What follows belongs to an exercise in optimizing a design on an open flow for small area and a short achievable clock period; a production flow would make more cautious choices. Function was checked by simulation only, so behaviour that the tests miss may differ from the original. No driver is modelled on the clock port, so clocking that relies on it looks cheaper here than on a real chip. No activity file was given, so power comes from the tool's default toggle rates.

==> v28 <==
Design memory_unit, start of the top module:
module memory_unit(
    input CLK, RESET,  
    input [3:0] ADDR,  
    input [7:0] DATA_IN,  
    input READ, WRITE,  
    input [7:0] SEARCH_KEY,  
    output reg [7:0] DATA_OUT,  
    output reg [7:0] SEARCH_RESULT  
);
==> module memory_unit, before the edit <==
module memory_unit(
    input CLK, RESET,  
    input [3:0] ADDR,  
    input [7:0] DATA_IN,  
    input READ, WRITE,  
    input [7:0] SEARCH_KEY,  
    output reg [7:0] DATA_OUT,  
    output reg [7:0] SEARCH_RESULT  
);
reg [7:0] dasd_memory [0:15];  
reg [7:0] cam_key [0:7];       
wire we = !RESET && !READ && WRITE;
always @(posedge CLK) begin
    if (we) begin
        dasd_memory[ADDR] <= DATA_IN;
        if (!ADDR[3])
            cam_key[ADDR[2:0]] <= SEARCH_KEY;
    end
end
reg [7:0] search;
integer i;
always @(*) begin
    search = 8'd0;
    for (i = 0; i < 8; i = i + 1)
        if (cam_key[i] == SEARCH_KEY)
            search = dasd_memory[i];
end
always @(posedge CLK or posedge RESET) begin
    if (RESET) begin
        DATA_OUT <= 8'd0;
        SEARCH_RESULT <= 8'd0;
    end else if (READ) begin
        DATA_OUT <= dasd_memory[ADDR];
        SEARCH_RESULT <= search;
    end
end
endmodule
export LEC_CHECK = 0
export CAP_MARGIN = 20
export CORE_MARGIN = 2
export CORE_UTILIZATION = 40
export SETUP_SLACK_MARGIN = 2.2
export SLEW_MARGIN = 20
create_clock -name core_clock -period 4.0 [get_ports {CLK}]
standard.sh (not shown) runs the stock make flow with config.mk's settings and CLKGATE_MAP_FILE= SYNTH_SCRIPT=/design/flow/synth_recipe.tcl, a recipe that flattens the netlist after the stock synthesis.
==> flow/flow/run.sh <==
#!/bin/bash
# Own layout flow: the standard synthesis, then the standard ORFS steps with
# extra make variables (flow/make_args.txt, one NAME=VALUE per line; @FLOW@ is
# replaced by this folder's absolute path, for hook scripts).
set -uo pipefail
here=$(cd "$(dirname "$0")" && pwd)
mapfile -t args < <(grep -v '^\s*#' "$here/make_args.txt" | grep -v '^\s*$' | sed "s#@FLOW@#$here#g")
printf '%s\n' "${args[@]}" > make_args_used.log
bash standard.sh synth > synth.log 2>&1 || exit 1
bash standard.sh "${args[@]}" finish > layout.log 2>&1
==> flow/flow/make_args.txt <==
MATCH_CELL_FOOTPRINT=0
BUFFER_PORTS_ARGS=-buffer_cell sky130_fd_sc_hd__buf_2
CTS_ARGS=-sink_clustering_enable -repair_clock_nets -dont_use_dummy_load -buf_list sky130_fd_sc_hd__clkbuf_8 -sink_clustering_size 16 -sink_clustering_max_diameter 50
PRE_CTS_TCL=@FLOW@/pre_cts.tcl
RECOVER_POWER=100
==> flow/flow/pre_cts.tcl <==
# Upsize the output registers and the output port buffers: the paths from the
# output registers to the ports are the slowest in the design.
foreach inst [get_cells -filter "ref_name == sky130_fd_sc_hd__dfrtp_1"] {
  replace_cell $inst sky130_fd_sc_hd__dfrtp_4
}
foreach port [get_ports {DATA_OUT* SEARCH_RESULT*}] {
  foreach pin [get_pins -of_objects [get_nets -of_objects $port] -filter "direction == output"] {
    replace_cell [get_cells -of_objects $pin] sky130_fd_sc_hd__buf_4
  }
}
==> v25 (differences from v28) <==
--- a/flow/design.v
+++ b/flow/design.v
@@ -27,2 +27,26 @@
 end
+wire nrd;
+g_inv u_nrd (.a(READ), .y(nrd));
+wire [15:0] rsel;
+mu_dec u_dec (.a(ADDR), .rd(READ), .sel(rsel));
+wire [7:0] dout_d;
+genvar g, b;
+generate
+    for (b = 0; b < 8; b = b + 1) begin : bits
+        wire [15:0] v;
+        for (g = 0; g < 16; g = g + 1) begin : w
+            assign v[g] = dasd_memory[g][b];
+        end
+        wire d0, d1, d2, d3, d4, d5, e0, e1;
+        g_a222oi u_d0 (.a1(rsel[0]), .a2(v[0]), .b1(rsel[1]), .b2(v[1]), .c1(rsel[2]), .c2(v[2]), .y(d0));
+        g_a222oi u_d1 (.a1(rsel[3]), .a2(v[3]), .b1(rsel[4]), .b2(v[4]), .c1(rsel[5]), .c2(v[5]), .y(d1));
+        g_a222oi u_d2 (.a1(rsel[6]), .a2(v[6]), .b1(rsel[7]), .b2(v[7]), .c1(rsel[8]), .c2(v[8]), .y(d2));
+        g_a222oi u_d3 (.a1(rsel[9]), .a2(v[9]), .b1(rsel[10]), .b2(v[10]), .c1(rsel[11]), .c2(v[11]), .y(d3));
+        g_a222oi u_d4 (.a1(rsel[12]), .a2(v[12]), .b1(rsel[13]), .b2(v[13]), .c1(rsel[14]), .c2(v[14]), .y(d4));
+        g_a22oi  u_d5 (.a1(rsel[15]), .a2(v[15]), .b1(nrd), .b2(DATA_OUT[b]), .y(d5));
+        g_nand3 u_e0 (.a(d0), .b(d1), .c(d2), .y(e0));
+        g_nand3 u_e1 (.a(d3), .b(d4), .c(d5), .y(e1));
+        g_or2 u_dy (.a(e0), .b(e1), .y(dout_d[b]));
+    end
+endgenerate
 always @(posedge CLK or posedge RESET) begin
@@ -31,5 +55,6 @@
         SEARCH_RESULT <= 8'd0;
-    end else if (READ) begin
-        DATA_OUT <= dasd_memory[ADDR];
-        SEARCH_RESULT <= search;
+    end else begin
+        DATA_OUT <= dout_d;
+        if (READ)
+            SEARCH_RESULT <= search;
     end
@@ -37 +62,24 @@
 endmodule
+module mu_dec(input [3:0] a, input rd, output [15:0] sel);
+    genvar i;
+    generate
+        for (i = 0; i < 16; i = i + 1) begin : d
+            assign sel[i] = rd & (a == i);
+        end
+    endgenerate
+endmodule
+module g_inv(input a, output y);
+    assign y = ~a;
+endmodule
+module g_nand3(input a, input b, input c, output y);
+    assign y = ~(a & b & c);
+endmodule
+module g_or2(input a, input b, output y);
+    assign y = a | b;
+endmodule
+module g_a22oi(input a1, input a2, input b1, input b2, output y);
+    assign y = ~(a1 & a2 | b1 & b2);
+endmodule
+module g_a222oi(input a1, input a2, input b1, input b2, input c1, input c2, output y);
+    assign y = ~(a1 & a2 | b1 & b2 | c1 & c2);
+endmodule
==> flow/flow/run.sh (replaced) <==
#!/bin/bash
# Own layout flow: the standard synthesis, then the standard ORFS steps with
# extra make variables (flow/make_args.txt, one NAME=VALUE per line).
set -uo pipefail
here=$(cd "$(dirname "$0")" && pwd)
mapfile -t args < <(grep -v '^\s*#' "$here/make_args.txt" | grep -v '^\s*$')
printf '%s\n' "${args[@]}" > make_args_used.log
bash standard.sh synth > synth.log 2>&1 || exit 1
bash standard.sh "${args[@]}" finish > layout.log 2>&1
==> flow/flow/make_args.txt (replaced) <==
MATCH_CELL_FOOTPRINT=0
BUFFER_PORTS_ARGS=-buffer_cell sky130_fd_sc_hd__buf_2
CTS_ARGS=-sink_clustering_enable -repair_clock_nets -dont_use_dummy_load -buf_list sky130_fd_sc_hd__clkbuf_8 -sink_clustering_size 16 -sink_clustering_max_diameter 50
Settings changed: SETUP_SLACK_MARGIN 2.2 to 2.3, SYNTH_HIERARCHICAL set to 1.
removed: flow/flow/pre_cts.tcl
==> v31 (differences from v28) <==
==> flow/flow/run.sh (replaced) <==
#!/bin/bash
# Own layout flow: the standard synthesis, then the standard ORFS steps with
# extra make variables (flow/make_args.txt, one NAME=VALUE per line).
set -uo pipefail
here=$(cd "$(dirname "$0")" && pwd)
mapfile -t args < <(grep -v '^\s*#' "$here/make_args.txt" | grep -v '^\s*$')
printf '%s\n' "${args[@]}" > make_args_used.log
bash standard.sh synth > synth.log 2>&1 || exit 1
bash standard.sh "${args[@]}" finish > layout.log 2>&1
==> flow/flow/make_args.txt (replaced) <==
MATCH_CELL_FOOTPRINT=0
BUFFER_PORTS_ARGS=-buffer_cell sky130_fd_sc_hd__buf_2
CTS_ARGS=-sink_clustering_enable -repair_clock_nets -dont_use_dummy_load
removed: flow/flow/pre_cts.tcl
==> v35 (differences from v28) <==
==> flow/flow/pre_cts.tcl (replaced) <==
# Upsize the output registers and the output port buffers: the paths from the
# output registers to the ports are the slowest in the design.
set block [ord::get_db_block]
set master_ff [[ord::get_db] findMaster sky130_fd_sc_hd__dfrtp_4]
set master_buf [[ord::get_db] findMaster sky130_fd_sc_hd__buf_4]
foreach inst [$block getInsts] {
  if {[[$inst getMaster] getName] eq "sky130_fd_sc_hd__dfrtp_1"} {
    $inst swapMaster $master_ff
  }
}
foreach bterm [$block getBTerms] {
  if {[$bterm getIoType] ne "OUTPUT"} { continue }
  foreach iterm [[$bterm getNet] getITerms] {
    if {[$iterm isOutputSignal]} { [$iterm getInst] swapMaster $master_buf }
  }
}
==> notes <==
In v31 the first-iteration DRC count is lower than in v25, by about 28%.
In flip-flop and latch count, v31 and v25 do not differ.
Of v31 and v25, v31 has the higher clock power (gap 47%, measured against v25).
Critical path depth is the same in v31 and v25.
v31 passed the timing, design-rule and antenna checks. v28 ended with an error in clock tree synthesis. v35 finished clean. v25 completed without violations.

## what the ideal ports hide
How much do the figures lean on ideal ports? The routed layouts below were timed once more, with nothing changed but the port constraints.
Step 1 sets driving cells, clkbuf_16 on the clock port and buf_2 on the other inputs (assumed; they add their load-dependent delay and slew).
Step 2 times the ports against the registers' clock, not the clock port: input delays grow and output delays shrink by t, the midpoint of the rising clock arrivals with the driver on.
Three values: no drivers, after step 1, after step 2; two values: the first two.
run	t, ns	setup WS [ns]	worst setup path after step 2
v25	0.557	2.076 / 2.025 / 1.467	input to register
v31	0.536	2.091 / 1.885 / 1.349	input to register
v35	0.569	1.118 / 1.056 / 0.487	input to register
After both steps every run listed still meets setup and hold. For v31, which loses most, drivers alone change the setup slack by -0.206 ns; drivers and shift together by -0.742 ns.
